Background: an optimization exercise with open tools, aiming at small area. Do not read the settings as production practice. The RTL was checked by simulation tests, not by an equivalence proof against the original design. No activity file was given, so power comes from the tool's default toggle rates.

### design/flow/flow/run.sh
#!/bin/bash
# Standard ORFS layout (the standard.sh), with these changes:
#  - synthesis maps the logic with ABC's area-oriented mapper (amap) instead of
#    ORFS's abc_area.script; the ORFS scripts are copied unchanged otherwise;
#  - synthesis does not extract half/full adder cells (ADDER_MAP_FILE empty);
#    registers are exactly those of the standard synthesis;
#  - port buffers are sky130_fd_sc_hd__buf_1 (every input and output still gets one);
#  - clock tree synthesis adds no dummy loads.
set -euo pipefail
here=$(pwd)
rm -rf "$here/scripts_mod"
cp -r "$FLOW_HOME/scripts" "$here/scripts_mod"
cp "$here/flow/abc_area.script" "$here/scripts_mod/abc_area.script"
export SCRIPTS_DIR="$here/scripts_mod"
export ADDER_MAP_FILE=
export BUFFER_PORTS_ARGS="-buffer_cell sky130_fd_sc_hd__buf_1"
export CTS_ARGS="-sink_clustering_enable -repair_clock_nets -dont_use_dummy_load"
bash standard.sh > standard_flow.log 2>&1
### design/flow/design.v
module top(clk, rst, jumpButton, duckButton, start, collided, Hsynq, Vsynq, run, dead, resetButton, Red, Green, Blue);
  input clk;
  wire clk;
  input rst;
  wire rst;
  input jumpButton;
  wire jumpButton;
  input duckButton;
  wire duckButton;
  input start;
  wire start;
  output collided;
  reg collided;
  output Hsynq;
  wire Hsynq;
  output Vsynq;
  wire Vsynq;
  output run;
  reg run;
  output dead;
  reg dead;
  input resetButton;
  wire resetButton;
  output [3:0] Red;
  wire [3:0] Red;
  output [3:0] Green;
  wire [3:0] Green;
  output [3:0] Blue;
  wire [3:0] Blue;
  reg [14:0] ac;
  reg anim;
  reg [6:0] c;
  wire d_hld;
  wire [6:0] db0;
  reg en;
  wire gs1;
  wire hend;
  reg [7:0] hq;
  wire [2:0] hr;
  reg hr4;
  reg jreg;
  reg menu;
  wire n0;
  wire n1;
  wire n10;
  wire n100;
  wire n101;
  wire n102;
  wire n103;
  wire n104;
  wire n105;
  wire n106;
  wire n107;
  wire n108;
  wire n109;
  wire n11;
  wire n110;
  wire n111;
  wire n112;
  wire n113;
  wire n114;
  wire n115;
  wire n116;
  wire n117;
  wire n118;
  wire n119;
  wire n12;
  wire n120;
  wire n121;
  wire n122;
  wire n123;
  wire n124;
  wire n125;
  wire n126;
  wire n127;
  wire n128;
  wire n129;
  wire n13;
  wire n130;
  wire n131;
  wire n132;
  wire n133;
  wire n134;
  wire n135;
  wire n136;
  wire n137;
  wire n138;
  wire n139;
  wire n14;
  wire n140;
  wire n141;
  wire n142;
  wire n143;
  wire n144;
  wire n145;
  wire n146;
  wire n147;
  wire n148;
  wire n149;
  wire n15;
  wire n150;
  wire n151;
  wire n152;
  wire n153;
  wire n154;
  wire n155;
  wire n156;
  wire n157;
  wire n158;
  wire n159;
  wire n16;
  wire n160;
  wire n161;
  wire n162;
  wire n163;
  wire n164;
  wire n165;
  wire n166;
  wire n167;
  wire n168;
  wire n169;
  wire n17;
  wire n170;
  wire n171;
  wire n172;
  wire n173;
  wire n174;
  wire n175;
  wire n176;
  wire n177;
  wire n178;
  wire n179;
  wire n18;
  wire n180;
  wire n181;
  wire n182;
  wire n183;
  wire n184;
  wire n185;
  wire n186;
  wire n187;
  wire n188;
  wire n189;
  wire n19;
  wire n190;
  wire n191;
  wire n192;
  wire n193;
  wire n194;
  wire n195;
  wire n196;
  wire n197;
  wire n198;
  wire n199;
  wire n2;
  wire n20;
  wire n200;
  wire n201;
  wire n202;
  wire n203;
  wire n204;
  wire n205;
  wire n206;
  wire n207;
  wire n208;
  wire n209;
  wire n21;
  wire n210;
  wire n211;
  wire n212;
  wire n213;
  wire n214;
  wire n215;
  wire n216;
  wire n217;
  wire n218;
  wire n219;
  wire n22;
  wire n220;
  wire n221;
  wire n222;
  wire n223;
  wire n224;
  wire n225;
  wire n226;
  wire n227;
  wire n228;
  wire n229;
  wire n23;
  wire n230;
  wire n231;
  wire n232;
  wire n233;
  wire n234;
  wire n235;
  wire n236;
  wire n237;
  wire n238;
  wire n239;
  wire n24;
  wire n240;
  wire n241;
  wire n242;
  wire n243;
  wire n244;
  wire n245;
  wire n246;
  wire n247;
  wire n248;
  wire n249;
  wire n25;
  wire n250;
  wire n251;
  wire n252;
  wire n253;
  wire n254;
  wire n255;
  wire n256;
  wire n257;
  wire n258;
  wire n259;
  wire n26;
  wire n260;
  wire n261;
  wire n262;
  wire n263;
  wire n264;
  wire n265;
  wire n266;
  wire n267;
  wire n268;
  wire n269;
  wire n27;
  wire n270;
  wire n271;
  wire n272;
  wire n273;
  wire n274;
  wire n275;
  wire n276;
  wire n277;
  wire n278;
  wire n279;
  wire n28;
  wire n280;
  wire n281;
  wire n282;
  wire n283;
  wire n284;
  wire n285;
  wire n286;
  wire n287;
  wire n288;
  wire n289;
  wire n29;
  wire n290;
  wire n291;
  wire n292;
  wire n293;
  wire n294;
  wire n295;
  wire n296;
  wire n297;
  wire n298;
  wire n299;
  wire n3;
  wire n30;
  wire n300;
  wire n301;
  wire n302;
  wire n303;
  wire n304;
  wire n305;
  wire n306;
  wire n307;
  wire n308;
  wire n309;
  wire n31;
  wire n310;
  wire n311;
  wire n312;
  wire n313;
  wire n314;
  wire n315;
  wire n316;
  wire n317;
  wire n318;
  wire n319;
  wire n32;
  wire n320;
  wire n321;
  wire n322;
  wire n323;
  wire n324;
  wire n325;
  wire n326;
  wire n327;
  wire n328;
  wire n329;
  wire n33;
  wire n330;
  wire n331;
  wire n332;
  wire n333;
  wire n334;
  wire n335;
  wire n336;
  wire n337;
  wire n338;
  wire n339;
  wire n34;
  wire n340;
  wire n341;
  wire n342;
  wire n343;
  wire n344;
  wire n345;
  wire n346;
  wire n347;
  wire n348;
  wire n349;
  wire n35;
  wire n350;
  wire n351;
  wire n352;
  wire n353;
  wire n354;
  wire n355;
  wire n356;
  wire n357;
  wire n358;
  wire n359;
  wire n36;
  wire n360;
  wire n361;
  wire n362;
  wire n363;
  wire n364;
  wire n365;
  wire n366;
  wire n367;
  wire n368;
  wire n369;
  wire n37;
  wire n370;
  wire n371;
  wire n372;
  wire n373;
  wire n374;
  wire n375;
  wire n376;
  wire n377;
  wire n378;
  wire n379;
  wire n38;
  wire n380;
  wire n381;
  wire n382;
  wire n383;
  wire n384;
  wire n385;
  wire n386;
  wire n387;
  wire n388;
  wire n389;
  wire n39;
  wire n390;
  wire n391;
  wire n392;
  wire n393;
  wire n394;
  wire n395;
  wire n396;
  wire n397;
  wire n398;
  wire n399;
  wire n4;
  wire n40;
  wire n400;
  wire n401;
  wire n402;
  wire n403;
  wire n404;
  wire n405;
  wire n406;
  wire n407;
  wire n408;
  wire n409;
  wire n41;
  wire n410;
  wire n411;
  wire n412;
  wire n413;
  wire n414;
  wire n415;
  wire n416;
  wire n417;
  wire n418;
  wire n419;
  wire n42;
  wire n420;
  wire n421;
  wire n422;
  wire n423;
  wire n424;
  wire n425;
  wire n426;
  wire n427;
  wire n428;
  wire n429;
  wire n43;
  wire n430;
  wire n431;
  wire n432;
  wire n433;
  wire n434;
  wire n435;
  wire n436;
  wire n437;
  wire n438;
  wire n439;
  wire n44;
  wire n440;
  wire n441;
  wire n442;
  wire n443;
  wire n444;
  wire n445;
  wire n446;
  wire n447;
  wire n448;
  wire n449;
  wire n45;
  wire n450;
  wire n451;
  wire n452;
  wire n453;
  wire n454;
  wire n455;
  wire n456;
  wire n457;
  wire n458;
  wire n459;
  wire n46;
  wire n460;
  wire n461;
  wire n462;
  wire n463;
  wire n464;
  wire n465;
  wire n466;
  wire n467;
  wire n468;
  wire n469;
  wire n47;
  wire n470;
  wire n471;
  wire n472;
  wire n473;
  wire n474;
  wire n475;
  wire n476;
  wire n477;
  wire n478;
  wire n479;
  wire n48;
  wire n480;
  wire n481;
  wire n482;
  wire n483;
  wire n484;
  wire n485;
  wire n486;
  wire n487;
  wire n488;
  wire n489;
  wire n49;
  wire n490;
  wire n491;
  wire n492;
  wire n493;
  wire n494;
  wire n495;
  wire n496;
  wire n497;
  wire n498;
  wire n499;
  wire n5;
  wire n50;
  wire n500;
  wire n501;
  wire n502;
  wire n503;
  wire n504;
  wire n505;
  wire n506;
  wire n507;
  wire n508;
  wire n509;
  wire n51;
  wire n510;
  wire n511;
  wire n512;
  wire n513;
  wire n514;
  wire n515;
  wire n516;
  wire n517;
  wire n518;
  wire n519;
  wire n52;
  wire n520;
  wire n521;
  wire n522;
  wire n523;
  wire n524;
  wire n525;
  wire n526;
  wire n527;
  wire n528;
  wire [2:0] n529;
  wire n53;
  wire n530;
  wire n531;
  wire n532;
  wire n533;
  wire n534;
  wire n535;
  wire n536;
  wire n537;
  wire n538;
  wire n539;
  wire n54;
  wire n540;
  wire n541;
  wire n542;
  wire n543;
  wire n544;
  wire n545;
  wire n546;
  wire n547;
  wire n548;
  wire n549;
  wire n55;
  wire n550;
  wire n551;
  wire n552;
  wire n553;
  wire n554;
  wire n555;
  wire n556;
  wire n557;
  wire n558;
  wire n559;
  wire n56;
  wire n560;
  wire n561;
  wire n562;
  wire n563;
  wire n564;
  wire n565;
  wire n566;
  wire n567;
  wire n568;
  wire n569;
  wire n57;
  wire n570;
  wire n571;
  wire n572;
  wire n573;
  wire n574;
  wire n575;
  wire n576;
  wire n577;
  wire n578;
  wire n579;
  wire n58;
  wire n580;
  wire n581;
  wire n582;
  wire n583;
  wire n584;
  wire n585;
  wire n586;
  wire n587;
  wire n588;
  wire n589;
  wire n59;
  wire n590;
  wire n591;
  wire n592;
  wire n593;
  wire n594;
  wire n595;
  wire n596;
  wire n597;
  wire n598;
  wire n599;
  wire n6;
  wire n60;
  wire n600;
  wire n601;
  wire n602;
  wire n603;
  wire n604;
  wire n605;
  wire n606;
  wire n607;
  wire n608;
  wire n609;
  wire n61;
  wire n610;
  wire n611;
  wire n612;
  wire n613;
  wire n614;
  wire n615;
  wire n616;
  wire n617;
  wire n618;
  wire n619;
  wire n62;
  wire n620;
  wire n621;
  wire n622;
  wire n623;
  wire n624;
  wire n625;
  wire n626;
  wire n627;
  wire n628;
  wire n629;
  wire n63;
  wire n630;
  wire n631;
  wire n632;
  wire n633;
  wire n634;
  wire n635;
  wire [2:0] n636;
  wire n637;
  wire n638;
  wire n639;
  wire n64;
  wire n640;
  wire n641;
  wire n642;
  wire n643;
  wire n644;
  wire n645;
  wire n646;
  wire n647;
  wire n648;
  wire n649;
  wire n65;
  wire n650;
  wire n651;
  wire n652;
  wire n653;
  wire n654;
  wire n655;
  wire n656;
  wire n657;
  wire n658;
  wire n659;
  wire n66;
  wire n67;
  wire n68;
  wire n69;
  wire n7;
  wire n70;
  wire n71;
  wire n72;
  wire n73;
  wire n74;
  wire n75;
  wire n76;
  wire n77;
  wire n78;
  wire n79;
  wire n8;
  wire n80;
  wire n81;
  wire n82;
  wire n83;
  wire n84;
  wire n85;
  wire n86;
  wire n87;
  wire n88;
  wire n89;
  wire n9;
  wire n90;
  wire n91;
  wire n92;
  wire n93;
  wire n94;
  wire n95;
  wire n96;
  wire n97;
  wire n98;
  wire n99;
  reg o;
  reg p;
  reg r;
  reg seg;
  wire [6:0] vq;
  reg [2:0] vr;
  wire w;
  assign n197 = ~duckButton;
  assign n196 = n197 & ~(n460);
  assign n195 = ~n196;
  assign n194 = hq[3] ? hq[2] : n413;
  assign n193 = ~n383;
  assign n192 = n460 & jreg;
  assign n558 = ~jumpButton;
  assign n191 = n460 | n197;
  assign n190 = n558 & ~(n191);
  assign n189 = ~(n190 | n192);
  assign n188 = n437 ^ vq[3];
  assign n187 = n188 ^ n189;
  assign n186 = n412 & ~(n475);
  assign n185 = ~(n186 | n312);
  assign n184 = n187 ? n185 : n193;
  assign n183 = n184 | n194;
  assign n182 = n187 & ~(n437);
  assign n181 = n182 & ~(n424);
  assign n180 = vq[1] & ~(db0[0]);
  assign n179 = n180 & ~(n425);
  assign n178 = n179 & ~(n187);
  assign n177 = ~(n178 | n181);
  assign n176 = n188 & ~(n189);
  assign n175 = n382 & ~(n176);
  assign n174 = n175 ^ vq[4];
  assign n173 = n187 | n384;
  assign n172 = n173 | n263;
  assign n171 = n387 & n470;
  assign n170 = vq[1] | ~(db0[0]);
  assign n169 = n574 & ~(n170);
  assign n168 = n399 & ~(n169);
  assign n167 = n168 | n171;
  assign n166 = n172 & ~(n167);
  assign n165 = n166 | n174;
  assign n164 = n177 & ~(n165);
  assign n163 = n183 & ~(n164);
  assign n162 = ~(n163 | n337);
  assign n161 = n421 & n593;
  assign n160 = n161 & ~(n359);
  assign n159 = n160 | n420;
  assign n158 = n159 | ~(n182);
  assign n157 = n158 & ~(n174);
  assign n156 = n326 & ~(n157);
  assign n155 = n179 | ~(n447);
  assign n154 = n155 | n329;
  assign n153 = n187 & ~(n154);
  assign n152 = n422 & ~(n470);
  assign n151 = n415 & ~(n474);
  assign n150 = n151 | n360;
  assign n149 = n150 | n152;
  assign n148 = n149 | n414;
  assign n147 = n173 & ~(n148);
  assign n146 = n147 | n153;
  assign n145 = n146 | n156;
  assign n144 = n145 | n162;
  assign n143 = n400 | ~(n412);
  assign n142 = ~n447;
  assign n141 = n508 | vr[0];
  assign n140 = ~n446;
  assign n139 = n140 | n141;
  assign n138 = n142 & ~(n139);
  assign n137 = anim & ~(n138);
  assign n136 = gs1 & ~(n137);
  assign n135 = n136 | n143;
  assign n134 = anim & ~(n460);
  assign n133 = n466 & ~(n134);
  assign n132 = n135 & ~(n133);
  assign n131 = n424 & n466;
  assign n130 = n132 & ~(n131);
  assign n129 = n132 | ~(n424);
  assign n128 = n409 | ~(n129);
  assign n127 = n128 & ~(n593);
  assign n126 = n127 | n130;
  assign n125 = ~n420;
  assign n124 = ~(n125 | n578);
  assign n123 = n124 & ~(n582);
  assign n122 = gs1 & ~(n430);
  assign n121 = n122 | n138;
  assign n120 = n143 | anim;
  assign n119 = n121 & ~(n120);
  assign n118 = n119 | n123;
  assign n117 = ~(n174 & n230);
  assign n116 = n117 | n118;
  assign n115 = n126 & ~(n116);
  assign n114 = n144 & ~(n115);
  assign n113 = n195 & ~(n114);
  assign n112 = n193 & ~(n187);
  assign n111 = n174 & ~(n112);
  assign n110 = ~(n344 | n351);
  assign n109 = ~n253;
  assign n108 = n434 ? n354 : n109;
  assign n107 = n189 ? n110 : n108;
  assign n106 = ~(n107 | n111);
  assign n105 = ~(n400 & n438);
  assign n104 = n174 & ~(n105);
  assign n103 = ~(n281 & n142);
  assign n102 = n103 | n104;
  assign n101 = n125 & ~(n102);
  assign n100 = n101 | n324;
  assign n99 = ~(n100 & n338);
  assign n98 = db0[0] | hq[2];
  assign n97 = n98 & ~(n470);
  assign n96 = n421 & ~(n97);
  assign n95 = n470 | ~(vq[1]);
  assign n94 = n471 | n448;
  assign n93 = n95 & ~(n94);
  assign n92 = n93 | n96;
  assign n91 = n180 & n413;
  assign n90 = vq[3] & ~(n91);
  assign n89 = n92 ? n442 : n90;
  assign n88 = n188 | n374;
  assign n87 = ~(n88 & n89);
  assign n86 = vq[4] & ~(n89);
  assign n85 = n86 | n329;
  assign n84 = n87 & ~(n85);
  assign n83 = vq[2] & hq[3];
  assign n82 = n437 | hq[2];
  assign n81 = n82 & ~(n83);
  assign n80 = hq[0] & vq[1];
  assign n79 = n80 | ~(n83);
  assign n78 = ~(n79 & n359);
  assign n77 = n78 | n81;
  assign n76 = db0[0] | ~(hq[1]);
  assign n75 = n76 & ~(n194);
  assign n74 = ~(n413 & n459);
  assign n73 = n415 & ~(n74);
  assign n72 = hq[6] & ~(n73);
  assign n71 = n72 | n75;
  assign n70 = ~(n80 & n467);
  assign n69 = n180 | vq[2];
  assign n68 = n70 & ~(n69);
  assign n67 = n230 & ~(n68);
  assign n66 = n67 | n71;
  assign n65 = n358 & ~(n66);
  assign n64 = n77 & ~(n65);
  assign n63 = n187 & ~(n64);
  assign n62 = n368 | n415;
  assign n61 = n442 ? vq[4] : n230;
  assign n60 = n61 | n149;
  assign n59 = n62 & ~(n60);
  assign n58 = n59 | n195;
  assign n57 = n58 | n63;
  assign n56 = n57 | n84;
  assign n55 = n56 | ~(n99);
  assign n54 = ~(n55 & n106);
  assign n567 = n54 | n113;
  assign n53 = n139 & n102;
  assign n52 = ~(n593 & anim);
  assign n51 = n324 & ~(n52);
  assign n50 = n125 & ~(n51);
  assign n49 = n50 | n191;
  assign n48 = n49 | n117;
  assign n47 = n48 | n53;
  assign n46 = ~(n400 & vq[4]);
  assign n45 = n195 & ~(n46);
  assign n44 = n45 & n281;
  assign n43 = n44 & ~(n177);
  assign n42 = n47 & ~(n43);
  assign d_hld = n106 & ~(n42);
  assign n564 = n488 | rst;
  assign n41 = vr[2] | ~(vr[1]);
  assign n563 = vr[0] & ~(n41);
  assign n40 = hq[5] & ~(n152);
  assign n39 = n422 & ~(hq[5]);
  assign n38 = n39 | n197;
  assign n37 = n38 | n40;
  assign n36 = hq[7] | ~(jumpButton);
  assign n35 = n36 | n72;
  assign n34 = n37 & ~(n35);
  assign n33 = n34 | n340;
  assign n32 = n318 & ~(n317);
  assign n31 = n32 & ~(n152);
  assign n30 = ~(n383 & vq[3]);
  assign n29 = n30 | n234;
  assign n28 = ~(n29 | n31);
  assign n27 = n33 & ~(n28);
  assign n26 = n27 | o;
  assign n25 = ~(n381 & vq[4]);
  assign n24 = n297 & ~(n351);
  assign n23 = n25 & ~(n24);
  assign n22 = n573 & ~(n23);
  assign n21 = n358 & ~(n22);
  assign n20 = n21 | ~(n149);
  assign n19 = n340 & ~(n22);
  assign n18 = r | ~(n33);
  assign n17 = n18 | n19;
  assign n16 = n20 & ~(n17);
  assign n15 = n26 & ~(n16);
  assign n14 = n15 | n460;
  assign n13 = ~(n469 & n422);
  assign n12 = n13 | n33;
  assign n11 = n470 & ~(hr4);
  assign n10 = n422 & ~(n11);
  assign n9 = ~(n10 | n317);
  assign n8 = n9 & ~(hq[7]);
  assign n7 = n436 | ~(n338);
  assign n6 = n7 ? n441 : n253;
  assign n5 = ~(n6 | n8);
  assign n4 = n12 & ~(n5);
  assign n3 = hq[7] & ~(n9);
  assign n2 = p & ~(n8);
  assign n1 = n460 & ~(n2);
  assign n0 = n1 | n3;
  assign n659 = n0 | n4;
  assign w = n14 & ~(n659);
  assign n658 = n427 & ~(c[5]);
  assign n657 = ~(n658 ^ c[6]);
  assign n561 = ~(n657 & n498);
  assign n656 = seg | jumpButton;
  assign n655 = n506 | ~(n497);
  assign n654 = n503 & ~(n655);
  assign n653 = ~(n654 | n500);
  assign n652 = c[4] & ~(n504);
  assign n651 = n493 | ~(n502);
  assign n650 = n652 & ~(n651);
  assign n649 = seg & ~(n650);
  assign n648 = n507 & ~(n649);
  assign n556 = ~(n648 & n653);
  assign n647 = n656 & ~(n556);
  assign n560 = n579 & ~(n647);
  assign n559 = n499 & ~(resetButton);
  assign n646 = n199 | hq[6];
  assign n645 = n199 & hq[6];
  assign n644 = n645 | hend;
  assign n594 = n646 & ~(n644);
  assign n643 = n469 | hr4;
  assign n642 = n643 | ~(seg);
  assign n641 = n642 & ~(n574);
  assign n640 = hq[4] | ~(c[3]);
  assign n639 = c[3] | ~(hq[4]);
  assign n638 = ~(n639 & n640);
  assign n637 = c[2] | ~(hq[3]);
  assign n635 = hq[3] | ~(c[2]);
  assign n634 = c[1] & ~(hq[2]);
  assign n633 = c[1] | ~(hq[2]);
  assign n632 = c[0] & ~(hq[1]);
  assign n631 = hq[1] ^ c[0];
  assign n630 = n574 & ~(n642);
  assign n629 = n630 & ~(n631);
  assign n628 = n629 | n632;
  assign n627 = n628 & n633;
  assign n626 = n627 | n634;
  assign n625 = n635 & ~(n626);
  assign n624 = n637 & ~(n625);
  assign n623 = n624 ^ n638;
  assign n622 = n623 | n641;
  assign n621 = n631 & ~(n630);
  assign n620 = ~(n621 & n622);
  assign n619 = ~(n622 | n631);
  assign n618 = n619 | n140;
  assign n617 = n618 | ~(n620);
  assign n616 = n617 & ~(n349);
  assign n615 = n382 | ~(n344);
  assign n614 = n351 & ~(n442);
  assign n613 = n615 & ~(n614);
  assign n612 = n631 ? n641 : n630;
  assign n611 = n635 & n637;
  assign n610 = ~n634;
  assign n609 = n628 ? n610 : n633;
  assign n608 = n609 ^ n611;
  assign n607 = ~n608;
  assign n606 = n628 | n633;
  assign n605 = ~n628;
  assign n604 = n634 ? n605 : n627;
  assign n603 = n606 & ~(n604);
  assign n602 = n612 ? n607 : n603;
  assign n601 = ~(n602 | n268);
  assign n600 = n601 | n613;
  assign n599 = n600 | n616;
  assign n598 = n621 | n629;
  assign n597 = n420 & ~(vq[6]);
  assign n596 = n597 & ~(n612);
  assign n588 = n596 | ~(n598);
  assign n587 = n603 ? n612 : n588;
  assign n586 = n608 & ~(n340);
  assign n585 = n586 & ~(n587);
  assign n569 = n599 & ~(n585);
  assign n566 = n603 & ~(n612);
  assign n565 = n566 & ~(n608);
  assign n562 = n623 & ~(n565);
  assign n549 = vq[6] | vq[3];
  assign n548 = n598 & ~(n549);
  assign n545 = hq[6] & ~(c[5]);
  assign n544 = c[6] ^ hq[7];
  assign n543 = ~(n544 | n545);
  assign n542 = c[5] & ~(hq[6]);
  assign n541 = c[4] | ~(hq[5]);
  assign n540 = n639 & ~(n635);
  assign n539 = n640 & ~(n540);
  assign n538 = n539 | ~(n541);
  assign n537 = n538 & ~(n542);
  assign n536 = n543 & ~(n537);
  assign n535 = c[4] & ~(hq[5]);
  assign n534 = n541 & ~(n535);
  assign n533 = n539 & ~(n534);
  assign n532 = n544 & ~(n542);
  assign n531 = n532 | ~(n535);
  assign n530 = n531 & ~(n543);
  assign n528 = n530 | n533;
  assign n527 = n528 | n536;
  assign n526 = n527 | n548;
  assign n525 = n526 | n562;
  assign n524 = n525 | n569;
  assign n523 = n13 | n318;
  assign n522 = n523 & n28;
  assign n521 = n522 & ~(n3);
  assign n557 = n524 & ~(n521);
  assign n520 = n507 & ~(n653);
  assign n555 = n579 & ~(n520);
  assign n554 = ~collided;
  assign n551 = en & vr[2];
  assign n550 = ~(ac[14] ^ ac[13]);
  assign n519 = n253 & ~(n7);
  assign n518 = n508 | ~(n420);
  assign Vsynq = n519 & ~(n518);
  assign n517 = n468 | hr4;
  assign n516 = ~(n517 & n471);
  assign n515 = hq[3] | hq[2];
  assign n514 = n516 & ~(n515);
  assign n513 = hq[4] & ~(n514);
  assign Hsynq = n32 & ~(n513);
  assign n512 = vq[5] & ~(n432);
  assign n511 = n297 & ~(n512);
  assign n547 = n439 & ~(n511);
  assign n510 = hq[7] & ~(n644);
  assign n509 = n473 & ~(n335);
  assign n546 = n509 | n510;
  always @(posedge clk)
    if (gs1) jreg <= n558;
  always @(posedge clk)
    if (rst) vr[1] <= 1'h0;
    else if (en) vr[1] <= n592;
  always @(posedge clk)
    if (rst) vr[0] <= 1'h0;
    else if (en) vr[0] <= n580;
  always @(posedge clk)
    if (n564) ac[10] <= 1'h0;
    else ac[10] <= ac[9];
  reg n1331;
  always @(posedge clk)
    if (rst) n1331 <= 1'h0;
    else if (n551) n1331 <= n575;
  assign vq[3] = n1331;
  always @(posedge clk)
    if (menu) r <= 1'h1;
    else if (!d_hld) r <= n567;
  always @(posedge clk)
    if (rst) hq[4] <= 1'h0;
    else if (hr4) hq[4] <= n584;
  always @(posedge clk)
    if (n564) ac[3] <= 1'h0;
    else ac[3] <= ac[2];
  reg n1335;
  always @(posedge clk)
    if (n568) n1335 <= 1'h0;
    else n1335 <= n529[0];
  assign hr[0] = n1335;
  always @(posedge clk)
    if (rst) run <= 1'h0;
    else if (start) run <= n554;
  always @(posedge clk)
    if (rst) c[2] <= 1'h1;
    else if (n560) c[2] <= n581;
  always @(posedge clk)
    if (rst) hq[5] <= 1'h0;
    else if (hr4) hq[5] <= n595;
  always @(posedge clk)
    if (n564) ac[14] <= 1'h0;
    else ac[14] <= ac[13];
  always @(posedge clk)
    if (rst) seg <= 1'h1;
    else if (n579) seg <= n556;
  reg n1341;
  always @(posedge clk)
    if (rst) n1341 <= 1'h0;
    else if (n551) n1341 <= n547;
  assign vq[6] = n1341;
  always @(posedge clk)
    if (rst) dead <= 1'h0;
    else if (start) dead <= collided;
  always @(posedge clk)
    if (rst) c[0] <= 1'h0;
    else if (n560) c[0] <= n583;
  reg n1344;
  always @(posedge clk)
    if (rst) n1344 <= 1'h0;
    else if (n551) n1344 <= n570;
  assign vq[2] = n1344;
  always @(posedge clk)
    p <= n367;
  reg n1346;
  always @(posedge clk)
    if (n568) n1346 <= 1'h0;
    else n1346 <= n529[1];
  assign hr[1] = n1346;
  always @(posedge clk)
    if (rst) c[5] <= 1'h0;
    else if (n560) c[5] <= n572;
  always @(posedge clk)
    if (n564) ac[9] <= 1'h0;
    else ac[9] <= ac[8];
  reg n1349;
  always @(posedge clk)
    if (rst) n1349 <= 1'h0;
    else if (n551) n1349 <= n576;
  assign vq[1] = n1349;
  always @(posedge clk)
    if (rst) hq[0] <= 1'h0;
    else if (hr4) hq[0] <= n574;
  reg n1351;
  always @(posedge clk)
    if (rst) n1351 <= 1'h0;
    else if (n551) n1351 <= n577;
  assign vq[4] = n1351;
  always @(posedge clk)
    if (n564) ac[5] <= 1'h0;
    else ac[5] <= ac[4];
  always @(posedge clk)
    if (n564) ac[4] <= 1'h0;
    else ac[4] <= ac[3];
  always @(posedge clk)
    if (n564) ac[0] <= 1'h0;
    else ac[0] <= n550;
  always @(posedge clk)
    if (rst) hq[7] <= 1'h0;
    else if (hr4) hq[7] <= n546;
  always @(posedge clk)
    if (rst) hq[3] <= 1'h0;
    else if (hr4) hq[3] <= n582;
  always @(posedge clk)
    if (n564) ac[7] <= 1'h0;
    else ac[7] <= ac[6];
  always @(posedge clk)
    if (rst) hq[1] <= 1'h0;
    else if (hr4) hq[1] <= n593;
  always @(posedge clk)
    if (rst) en <= 1'h0;
    else en <= hend;
  always @(posedge clk)
    if (rst) vr[2] <= 1'h0;
    else if (en) vr[2] <= n563;
  always @(posedge clk)
    if (rst) anim <= 1'h0;
    else if (n488) anim <= n552;
  always @(posedge clk)
    if (n564) ac[2] <= 1'h0;
    else ac[2] <= ac[1];
  always @(posedge clk)
    if (n564) ac[13] <= 1'h0;
    else ac[13] <= ac[12];
  always @(posedge clk)
    if (rst) collided <= 1'h0;
    else if (n555) collided <= n559;
  always @(posedge clk)
    if (n564) ac[11] <= 1'h0;
    else ac[11] <= ac[10];
  always @(posedge clk)
    if (rst) hq[2] <= 1'h0;
    else if (hr4) hq[2] <= n578;
  always @(posedge clk)
    if (rst) c[4] <= 1'h0;
    else if (n560) c[4] <= n591;
  always @(posedge clk)
    if (rst) o <= 1'h0;
    else if (gs1) o <= n557;
  always @(posedge clk)
    if (n564) ac[6] <= 1'h0;
    else ac[6] <= ac[5];
  always @(posedge clk)
    if (rst) menu <= 1'h1;
    else menu <= n553;
  always @(posedge clk)
    if (rst) c[6] <= 1'h1;
    else if (n560) c[6] <= n561;
  reg n1372;
  always @(posedge clk)
    if (rst) n1372 <= 1'h0;
    else if (n551) n1372 <= n573;
  assign vq[5] = n1372;
  always @(posedge clk)
    if (n564) ac[8] <= 1'h0;
    else ac[8] <= ac[7];
  always @(posedge clk)
    if (rst) c[3] <= 1'h1;
    else if (n560) c[3] <= n589;
  always @(posedge clk)
    if (n564) ac[12] <= 1'h0;
    else ac[12] <= ac[11];
  always @(posedge clk)
    if (n568) hr4 <= 1'h0;
    else hr4 <= n636[2];
  always @(posedge clk)
    if (rst) c[1] <= 1'h1;
    else if (n560) c[1] <= n590;
  always @(posedge clk)
    if (rst) hq[6] <= 1'h0;
    else if (hr4) hq[6] <= n594;
  reg n1379;
  always @(posedge clk)
    if (rst) n1379 <= 1'h0;
    else if (n551) n1379 <= n571;
  assign db0[0] = n1379;
  always @(posedge clk)
    if (n564) ac[1] <= 1'h0;
    else ac[1] <= ac[0];
  assign n508 = vr[1] | vr[2];
  assign n580 = ~(vr[0] | vr[2]);
  assign n592 = n508 ? n580 : vr[0];
  assign n507 = ~resetButton;
  assign n506 = seg | ~(jumpButton);
  assign n505 = ~c[4];
  assign n504 = c[6] | c[5];
  assign n503 = n505 & ~(n504);
  assign n502 = c[2] & c[3];
  assign n501 = n502 | seg;
  assign n500 = n503 & ~(n501);
  assign n499 = n500 | ~(n506);
  assign n498 = n507 & ~(n499);
  assign n497 = ~(c[0] | c[1]);
  assign n496 = n497 & ~(c[2]);
  assign n495 = n496 & ~(c[3]);
  assign n494 = n495 ^ n505;
  assign n591 = n498 & ~(n494);
  assign n493 = ~(c[0] & c[1]);
  assign n492 = n493 & ~(n497);
  assign n590 = ~(n492 & n498);
  assign n491 = ~(n496 ^ c[3]);
  assign n589 = ~(n491 & n498);
  assign n529[0] = ~hr[0];
  assign n490 = ac[2] & ~(ac[3]);
  assign n489 = ~(ac[5] & ac[4]);
  assign n487 = n490 & ~(n489);
  assign n486 = ac[14] | ~(ac[13]);
  assign n485 = ac[0] | ~(ac[1]);
  assign n484 = n485 | n486;
  assign n483 = n487 & ~(n484);
  assign n482 = ac[11] & ~(ac[10]);
  assign n481 = ~(n482 & ac[12]);
  assign n480 = ac[6] | ~(ac[7]);
  assign n479 = ac[8] | ~(ac[9]);
  assign n478 = n479 | n480;
  assign n477 = n478 | n481;
  assign n488 = n483 & ~(n477);
  assign n476 = hq[3] & hq[4];
  assign n574 = ~hq[0];
  assign n475 = hq[1] & hq[2];
  assign n474 = n475 & ~(n574);
  assign n473 = n474 & n476;
  assign n472 = hq[7] & hr4;
  assign hend = n472 & n473;
  assign n471 = hq[1] & hq[0];
  assign n470 = ~(hq[1] | hq[0]);
  assign n593 = ~(n470 | n471);
  assign n469 = hr[1] & hr[0];
  assign n636[2] = n469 ^ hr4;
  assign n468 = hr[1] | hr[0];
  assign n529[1] = n468 & ~(n469);
  assign n467 = ~hq[4];
  assign n466 = hq[3] & hq[2];
  assign n465 = n466 & n471;
  assign n464 = n467 & ~(n465);
  assign n584 = ~(n464 | n473);
  assign n583 = n498 & ~(c[0]);
  assign n463 = ~hq[3];
  assign n462 = n463 & ~(n474);
  assign n582 = ~(n462 | n465);
  assign n461 = ~(n497 ^ c[2]);
  assign n581 = ~(n461 & n498);
  assign n460 = menu | ~(run);
  assign gs1 = ~n460;
  assign n459 = ~hq[5];
  assign n458 = hq[7] | ~(hq[6]);
  assign n457 = n459 & ~(n458);
  assign n456 = hq[3] & ~(hq[4]);
  assign n455 = ~(n456 & n475);
  assign n454 = n457 & ~(n455);
  assign n453 = n460 & ~(resetButton);
  assign n452 = ~(hr4 & vr[1]);
  assign n451 = hq[0] & ~(n452);
  assign n450 = ~(n451 & n580);
  assign n449 = n450 | n453;
  assign n579 = n454 & ~(n449);
  assign n448 = ~hq[2];
  assign n447 = n448 & ~(n471);
  assign n578 = ~(n447 | n474);
  assign n446 = db0[0] & vq[1];
  assign n445 = vq[2] & vq[3];
  assign n444 = n445 & n446;
  assign n443 = n444 | vq[4];
  assign n442 = ~vq[3];
  assign n441 = vq[6] & vq[5];
  assign n440 = n441 & ~(n442);
  assign n439 = ~n440;
  assign n438 = ~db0[0];
  assign n437 = vq[1] & vq[2];
  assign n436 = n437 & ~(n438);
  assign n435 = vq[4] & vq[3];
  assign n434 = ~n435;
  assign n433 = n436 & ~(n434);
  assign n432 = n439 & ~(n433);
  assign n577 = n432 & n443;
  assign n431 = ~(db0[0] | vq[1]);
  assign n430 = n431 | n446;
  assign n576 = ~(n430 | n440);
  assign n429 = n442 & ~(n436);
  assign n428 = ~(n440 | n444);
  assign n575 = n428 & ~(n429);
  assign n573 = vq[5] ? n432 : n433;
  assign n427 = n495 & ~(c[4]);
  assign n426 = ~(n427 ^ c[5]);
  assign n572 = n498 & ~(n426);
  assign n571 = n438 & ~(n440);
  assign n425 = ~vq[2];
  assign n424 = n425 & ~(n446);
  assign n423 = ~(n424 | n436);
  assign n570 = n423 & ~(n440);
  assign n553 = ~start;
  assign n422 = n476 & ~(n448);
  assign n421 = ~(vq[1] | vq[2]);
  assign n420 = n421 & ~(db0[0]);
  assign n419 = n420 ^ vq[3];
  assign n418 = ~n419;
  assign n417 = n575 & ~(n418);
  assign n416 = hq[2] & hq[4];
  assign n415 = ~(hq[3] | hq[4]);
  assign n414 = ~n415;
  assign n413 = ~(hq[1] | hq[2]);
  assign n412 = n463 & ~(n413);
  assign n411 = n414 & ~(n412);
  assign n410 = n411 | n416;
  assign n409 = n466 & ~(hq[1]);
  assign n408 = n409 | n476;
  assign n407 = n419 & ~(n408);
  assign n406 = n407 | ~(n410);
  assign n405 = n417 | ~(n406);
  assign n404 = n405 & ~(n422);
  assign n403 = n424 & ~(vq[3]);
  assign n402 = ~(n471 & vq[1]);
  assign n401 = ~(n402 & n403);
  assign n400 = hq[2] & ~(n470);
  assign n399 = n400 & ~(hq[3]);
  assign n398 = ~(n399 & vq[4]);
  assign n397 = n401 & ~(n398);
  assign n396 = n420 & ~(hq[1]);
  assign n395 = vq[3] | ~(hq[2]);
  assign n394 = n395 | n396;
  assign n393 = ~(n415 & n593);
  assign n392 = n394 & ~(n393);
  assign n391 = n392 | n459;
  assign n390 = n391 | n397;
  assign n389 = n390 | n404;
  assign n388 = n415 | n476;
  assign n387 = hq[3] & ~(hq[2]);
  assign n386 = n419 & ~(n387);
  assign n385 = n386 | n388;
  assign n384 = vq[2] & ~(vq[1]);
  assign n383 = n384 & ~(n438);
  assign n382 = n437 | vq[3];
  assign n381 = ~(n382 | n383);
  assign n380 = hq[3] & ~(n381);
  assign n379 = ~vq[4];
  assign n378 = n474 | n379;
  assign n377 = n380 & ~(n378);
  assign n376 = n385 & ~(n377);
  assign n375 = n376 | n413;
  assign n374 = ~n413;
  assign n373 = n374 & ~(n465);
  assign n372 = n456 | vq[2];
  assign n371 = n372 | n373;
  assign n370 = vq[2] & ~(n415);
  assign n369 = n370 | n430;
  assign n368 = n371 & ~(n369);
  assign n366 = n368 | hq[5];
  assign n365 = n366 | n417;
  assign n364 = n375 & ~(n365);
  assign n363 = n364 | n458;
  assign n362 = n389 & ~(n363);
  assign n361 = hq[6] | hq[7];
  assign n360 = n361 | n459;
  assign n359 = hq[4] & ~(n360);
  assign n358 = n463 ? n457 : n359;
  assign n357 = ~(n475 & hq[4]);
  assign n356 = n358 & ~(n357);
  assign n355 = n356 | n362;
  assign n354 = vq[6] | ~(vq[5]);
  assign n353 = n379 & ~(n354);
  assign n352 = ~n353;
  assign n351 = vq[4] & ~(n354);
  assign n350 = ~n351;
  assign n349 = n445 ? n352 : n350;
  assign n348 = n355 & ~(n349);
  assign n347 = n348 | start;
  assign n346 = n351 & ~(n425);
  assign n345 = vq[5] | vq[4];
  assign n344 = vq[6] & ~(n345);
  assign n343 = n431 | ~(n445);
  assign n342 = ~(n343 & n344);
  assign n341 = n351 & ~(n429);
  assign n340 = n342 & ~(n341);
  assign n339 = n340 & ~(n346);
  assign n338 = ~(vq[4] | vq[3]);
  assign n337 = ~n359;
  assign n336 = hq[5] & ~(n458);
  assign n335 = ~n336;
  assign n334 = hq[4] & ~(n462);
  assign n333 = n334 | n335;
  assign n332 = n414 & ~(n333);
  assign n331 = n337 & ~(n332);
  assign n330 = n413 & ~(hq[0]);
  assign n329 = n360 | ~(n456);
  assign n328 = ~(n329 | n330);
  assign n327 = n359 & n462;
  assign n326 = n327 | n328;
  assign n325 = ~(n330 | n466);
  assign n324 = n326 & ~(n325);
  assign n323 = n435 & ~(n420);
  assign n322 = n323 | n324;
  assign n321 = n322 | n331;
  assign n320 = hq[3] & ~(n447);
  assign n319 = n320 | ~(n419);
  assign n318 = ~hq[7];
  assign n317 = hq[5] | hq[6];
  assign n316 = n317 | n318;
  assign n315 = n467 & ~(n316);
  assign n314 = ~n315;
  assign n313 = ~(n431 | hq[1]);
  assign n312 = n424 & ~(n313);
  assign n311 = n312 & ~(vq[4]);
  assign n310 = n311 | n314;
  assign n309 = n319 & ~(n310);
  assign n308 = n321 & ~(n309);
  assign n307 = n308 | n338;
  assign n306 = n400 | n456;
  assign n305 = hq[1] & hq[3];
  assign n304 = n306 & ~(n305);
  assign n303 = n470 & ~(n463);
  assign n302 = n303 | n416;
  assign n301 = n302 | n304;
  assign n300 = n409 | ~(n457);
  assign n299 = n301 & ~(n300);
  assign n298 = ~(n299 | n324);
  assign n297 = ~vq[6];
  assign n296 = n380 & ~(n297);
  assign n295 = n388 | ~(n457);
  assign n294 = ~(n295 | n464);
  assign n293 = n470 | ~(n387);
  assign n292 = n315 & ~(n293);
  assign n291 = ~(n292 | n294);
  assign n290 = ~(n291 & n457);
  assign n289 = n290 | n296;
  assign n288 = n298 & ~(n289);
  assign n287 = n336 & n422;
  assign n286 = n330 & ~(n414);
  assign n285 = n286 & ~(n316);
  assign n284 = n285 | n287;
  assign n283 = n475 | hq[3];
  assign n282 = n283 | n330;
  assign n281 = n359 & ~(n282);
  assign n280 = n414 | n447;
  assign n279 = n336 & ~(n280);
  assign n278 = n279 | n281;
  assign n277 = n278 | n284;
  assign n276 = n277 | n288;
  assign n275 = n307 & ~(n276);
  assign n274 = n275 | n339;
  assign n273 = hq[4] ? n360 : n316;
  assign n272 = ~(n273 & n295);
  assign n271 = n281 | ~(n381);
  assign n270 = n424 | n442;
  assign n269 = n403 | vq[5];
  assign n268 = n270 & ~(n269);
  assign n267 = n271 & ~(n268);
  assign n266 = n272 & ~(n267);
  assign n265 = ~(n444 & n379);
  assign n264 = n379 & ~(n381);
  assign n263 = n400 | n463;
  assign n262 = n263 | n264;
  assign n261 = n415 ? n447 : n412;
  assign n260 = n261 | n268;
  assign n259 = n262 & ~(n260);
  assign n258 = n259 | n333;
  assign n257 = n284 | ~(n298);
  assign n256 = n258 & ~(n257);
  assign n255 = n265 & ~(n256);
  assign n254 = n255 | n266;
  assign n253 = ~(vq[6] | vq[5]);
  assign n252 = ~(n253 & vq[4]);
  assign n251 = n382 & ~(n252);
  assign n250 = n352 & ~(n251);
  assign n249 = n254 & ~(n250);
  assign n248 = n400 & n429;
  assign n247 = ~(n447 & hq[4]);
  assign n246 = ~(n247 & n462);
  assign n245 = n246 | n248;
  assign n244 = ~n457;
  assign n243 = hq[4] ? n244 : n316;
  assign n242 = hq[3] & ~(n413);
  assign n241 = n242 | n243;
  assign n240 = n241 | ~(n245);
  assign n239 = n240 & ~(n454);
  assign n238 = n418 & ~(n239);
  assign n237 = ~(n423 | n445);
  assign n236 = n237 & ~(n291);
  assign n235 = n236 | n238;
  assign n234 = ~n344;
  assign n233 = n234 | n381;
  assign n232 = n235 & ~(n233);
  assign n231 = n381 & ~(n234);
  assign n230 = ~n437;
  assign n229 = n351 & ~(n230);
  assign n228 = ~(n229 | n231);
  assign n227 = n424 | n297;
  assign n226 = n280 & ~(n227);
  assign n225 = ~(n226 | n228);
  assign n224 = n314 & ~(n332);
  assign n223 = n225 & ~(n224);
  assign n222 = vq[3] & ~(n421);
  assign n221 = n320 & n359;
  assign n220 = n221 | n222;
  assign n219 = n444 | ~(n353);
  assign n218 = n219 | n273;
  assign n217 = n220 & ~(n218);
  assign n216 = n217 | n553;
  assign n215 = ~(n466 | n474);
  assign n214 = n215 | n388;
  assign n213 = n330 | n387;
  assign n212 = n429 & ~(n213);
  assign n211 = hq[4] & ~(n212);
  assign n210 = n214 & ~(n211);
  assign n209 = n282 & ~(n429);
  assign n208 = n342 | n244;
  assign n207 = n208 | n209;
  assign n206 = ~(n207 | n210);
  assign n205 = n206 & ~(n225);
  assign n204 = n205 | n216;
  assign n203 = n204 | n223;
  assign n202 = n203 | n232;
  assign n201 = n202 | n249;
  assign n200 = n274 & ~(n201);
  assign n367 = n347 & ~(n200);
  assign n568 = rst | hr4;
  assign n552 = ~anim;
  assign n199 = n473 & ~(n459);
  assign n198 = n473 ? n472 : n459;
  assign n595 = ~(n198 | n199);
  assign n636[1:0] = n529[1:0];
  assign vq[0] = db0[0];
  assign hr[2] = hr4;
  assign Blue = { w, w, w, w };
  assign Green = { w, w, w, w };
  assign Red = { w, w, w, w };
endmodule
### design/flow/flow/abc_area.script
strash
dch
amap
topo
### design/flow/constraint.sdc
create_clock -name core_clock -period 10.0 [get_ports {clk}]
set_input_delay 2.0000 -clock core_clock [delete_from_list [all_inputs] [get_ports {clk}]]
set_output_delay 2.0000 -clock core_clock [all_outputs]
set_load 0.01 [all_outputs]
### design/flow/standard.sh
#!/bin/bash
# synth_recipe.tcl (not shown) runs the flow's synth.tcl, then flattens the netlist and writes it again
# the make line also repeats each setting of config.mk as NAME=value (left out here)
make -C /OpenROAD-flow-scripts/flow DESIGN_CONFIG=/design/flow/config.mk WORK_HOME=/design/flow/orfs CLKGATE_MAP_FILE= SYNTH_SCRIPT=/design/flow/synth_recipe.tcl "${@:-finish}"
### design/flow/config.mk
export PLATFORM = sky130hd
export DESIGN_NAME = top
export DESIGN_NICKNAME = top
export VERILOG_FILES = /design/flow/design.v
export SDC_FILE = /design/flow/constraint.sdc
export NUM_CORES = 4
export LEC_CHECK = 0
export ABC_AREA = 1
export CAP_MARGIN = 20
export CORE_MARGIN = 2
export CORE_UTILIZATION = 40
export SLEW_MARGIN = 20
==> notes.md <==
## worst paths after layout
check,startpoint,depth (start not counted),end,slack (ns)
setup / recovery,hq[1],12,Red[2],3.91
setup reg to reg,hq[3],16,r,5.60
hold / removal,ac[12],2,ac[13],0.43
hold reg to reg,ac[12],2,ac[13],0.43
## metal layers
metal	global-route usage [%]	vias to the layer above
met5	0	-
met4	14.8	0
met3	3.88	56
met2	49.5	216
met1	38.4	2075
li1	-	2108
## registers in the layout, summed over array words and instances, names as in the netlist, 3 cells and up
register  cells
vr            3
hq            8
c             7
ac           15
## per-stage QoR
| step | util [%] | std cells | total power [W] |
|---|---|---|---|
| 3_5_place_dp | 42.7 | 707 | 0.000248 |
| 2_1_floorplan | - | 582 | 0.000239 |
| 5_1_grt | 43.5 | 712 | 0.000372 |
| 4_1_cts | 43.4 | 712 | 0.000362 |
| 6_report | 43.5 | 712 | 0.000360 |
| 3_3_place_gp | 42.7 | 707 | 0.000247 |
## cells by family after synthesis
logic type	after synthesis	synth area share, %
buf+inv	94	10.6
compound gates	170	30.2
simple gates	264	30.3
flops	54	29.0
## cell type report
type	instances	area, µm²	area share [%]
Inverter	82	308	7.70
Clock buffer	5	68.8	1.72
Tap cell	111	139	3.47
Multi-Input combinational cell	434	2280	57.0
Sequential cell	54	1090	27.3
Timing Repair Buffer	26	113	2.82
## synthesized netlist by cell type, types with 4 or more instances
master / n
nor4_1: 7
o32ai_1: 5
and3_1: 9
nand3_1: 8
nand2_1: 34
a21oi_1: 26
a22oi_1: 12
a211oi_1: 9
nor2_1: 151
o21ai_0: 38
o211ai_1: 4
o22ai_1: 17
a31oi_1: 16
o311a_1: 5
o21a_1: 12
clkinv_1: 82
buf_4: 12
nor2b_1: 4
dfxtp_1: 53
nor3_1: 37
## power groups by stage
stage | sequential [W] | clock (W) | combinational, W
global route | 0.000221 | 0.000125 | 0.0000254
CTS | 0.000221 | 0.000119 | 0.0000222
floorplan | 0.000225 | 0 | 0.0000139
finish | 0.000221 | 0.000117 | 0.0000227
global placement | 0.000225 | 0 | 0.0000219
detailed placement | 0.000226 | 0 | 0.0000221
## tightest hold or removal path, delay by kind of cell, from the launching register on
kind                   cells  cell delay [ns]
AND/OR/NAND/NOR            1             0.03
buffers and inverters      1             0.04
flip-flops                 1             0.32
==> qor.txt <==
Setup ws final -> 3.91 ns
Number of antenna diodes -> 0
Int Power -> 0.000271 W
Metal-1 WL -> 6290 µm
Post-Place Worst Slack -> 3.80 ns
First-pass GRT wire length -> 23,200 µm
Synth warn -> 1
Cell Pwr Density -> 90.0 nW/µm²
DPL Wire Length -> 11,900 µm
Synthesis-to-finish area growth -> 6.25%
Flop pwr share -> 61.3%
Largest cells by area after synthesis -> dfxtp_1, nor2_1, clkinv_1
Gr ovfl total -> 0
Final Hold Fails -> 0
Number of routed nets with antenna violations -> 0
Switching Fraction -> 24.8%
Max_cap viols -> 0
Remaining DRCs -> 0
Crit-path cells -> clkinv_1 -> nor2_1 -> clkinv_1 -> nor2_1 -> clkinv_1 -> a211oi_1 -> nor2_1 -> nor4_1 -> nor3_1 -> a31oi_1 -> nor3_2 -> buf_1
Post-Route WL -> 14,900 µm
Mapped Area -> 3760 µm²
Asr flop ratio synth -> 0%
Post-route setup TNS -> 0 ns
Tot GR Track Use -> 30.0%
Final worst path period share -> 60.9%
Register area share after synthesis -> 29.0%
DR pass1 iterations -> 5
CP bufs+invs -> 4
Nets -> 609
Starting Density -> 40.9%
Fmax -> 164 MHz
Pins Over Slew Limit -> 0
CP delay by family, top -> simple AND/OR/NAND/NOR gates
Commonest non-fill, non-tap cells in the layout -> nor2_1, clkinv_1, dfxtp_1, o21ai_0, nor3_1
Post-CTS sizing -> 0
CP startpoint kind -> register
H-Tree Level Count -> 2
RSZ-0062 raised after global routing -> false
P_sw -> 0.0000893 W
Hold crit path type -> register to register
Most common cell after layout, fill and taps aside -> nor2_1
Post-DR vias/cell -> 6.26
I/O Buffers -> 22
Final Wtd Congestion -> 1.03
Clock slew at reported path FFs -> 0.11 ns
Synthesis-stage register bit count -> 54
Clk_skew -> 0.0165 ns
Top FF cell, synth -> dfxtp_1
Mapped Nets -> 588
Critical-path top delay cell -> a211oi_1
TritonCTS Buffers -> 5
Synth Area per Inst -> 6.47 µm²
Max_slew headroom -> 50.6%
Post-CTS Hold Buffers -> 0
Fin crit period -> 6.09 ns
Core area -> 9200 µm²
Die Ht -> 101 µm
Sink Count -> 54
IO Pins -> 23
Tightest Pin Transition -> 0.736 ns
Vias in the first global route -> 4,201
Post-CTS Setup Inserts -> 0
Clock Path Buffers -> 2
Post-route cell area -> 4000 µm²
Initial antenna violation count -> 0
Avg WL per Cell -> 21.0 µm
Share of cells above drive strength 1 -> 1.66%
EDFF count, synth -> 1
Clock latency on the worst-skew pair -> 0.31 ns
Initial drt markers -> 461
Crit path DAT -> 4.09 ns
Metal3 WL -> 936 µm
CP peak stage delay -> 0.70 ns
Final setup violation count -> 0
Root Driver -> clkbuf_8
Top-area cell type share of the netlist area -> 28.2%
Largest area contributor in the netlist -> dfxtp_1
Routed vias -> 4,455
Distinct cells, synth -> 44
Die Footprint -> 10,200 µm²
Crit Path Max Fanout -> 12
Area post-placement -> 3930 µm²
Top routing layer used -> met4
Hold WS -> 0.426 ns
Row count -> 35
Crit Path Class -> register to output port
Required time of the worst setup path -> 8.00 ns
Horiz. Die Dim -> 101 µm
Worst Setup End Kind -> output port
Fillers -> 1,033
P_leak -> 1.28 nW
CTS tree -> done
Post-synthesis cell count -> 582
Max rail drop VDD -> 82.4 µV
Status -> finished clean
Clk network pwr share -> 32.4%
Logic pwr share -> 6.3%
Met2 WL -> 6970 µm
Largest net degree at the start of global routing -> 20

## re-timing with driven ports
The results above use ideal ports. As a check the final layout listed here was re-extracted and re-timed, cells and wires unchanged.
Step 1 assumes that a clkbuf_16 drives the clock port and a buf_2 every other input.
Step 2 also shifts input and output timing later by t, the mid clock arrival at the registers, as if the neighbouring blocks saw the same clock.
Three values: ideal ports, drivers, drivers and shift; two values: the first two.
t (ns): 0.335
setup slack, ns: 3.913 / 3.883 / 4.115
slew at the worst register clock pin (ns): 0.11 / 0.11
After both steps setup and hold are still met in this run. The setup slack of this run moves by -0.030 ns with the drivers and by +0.202 ns with both steps.
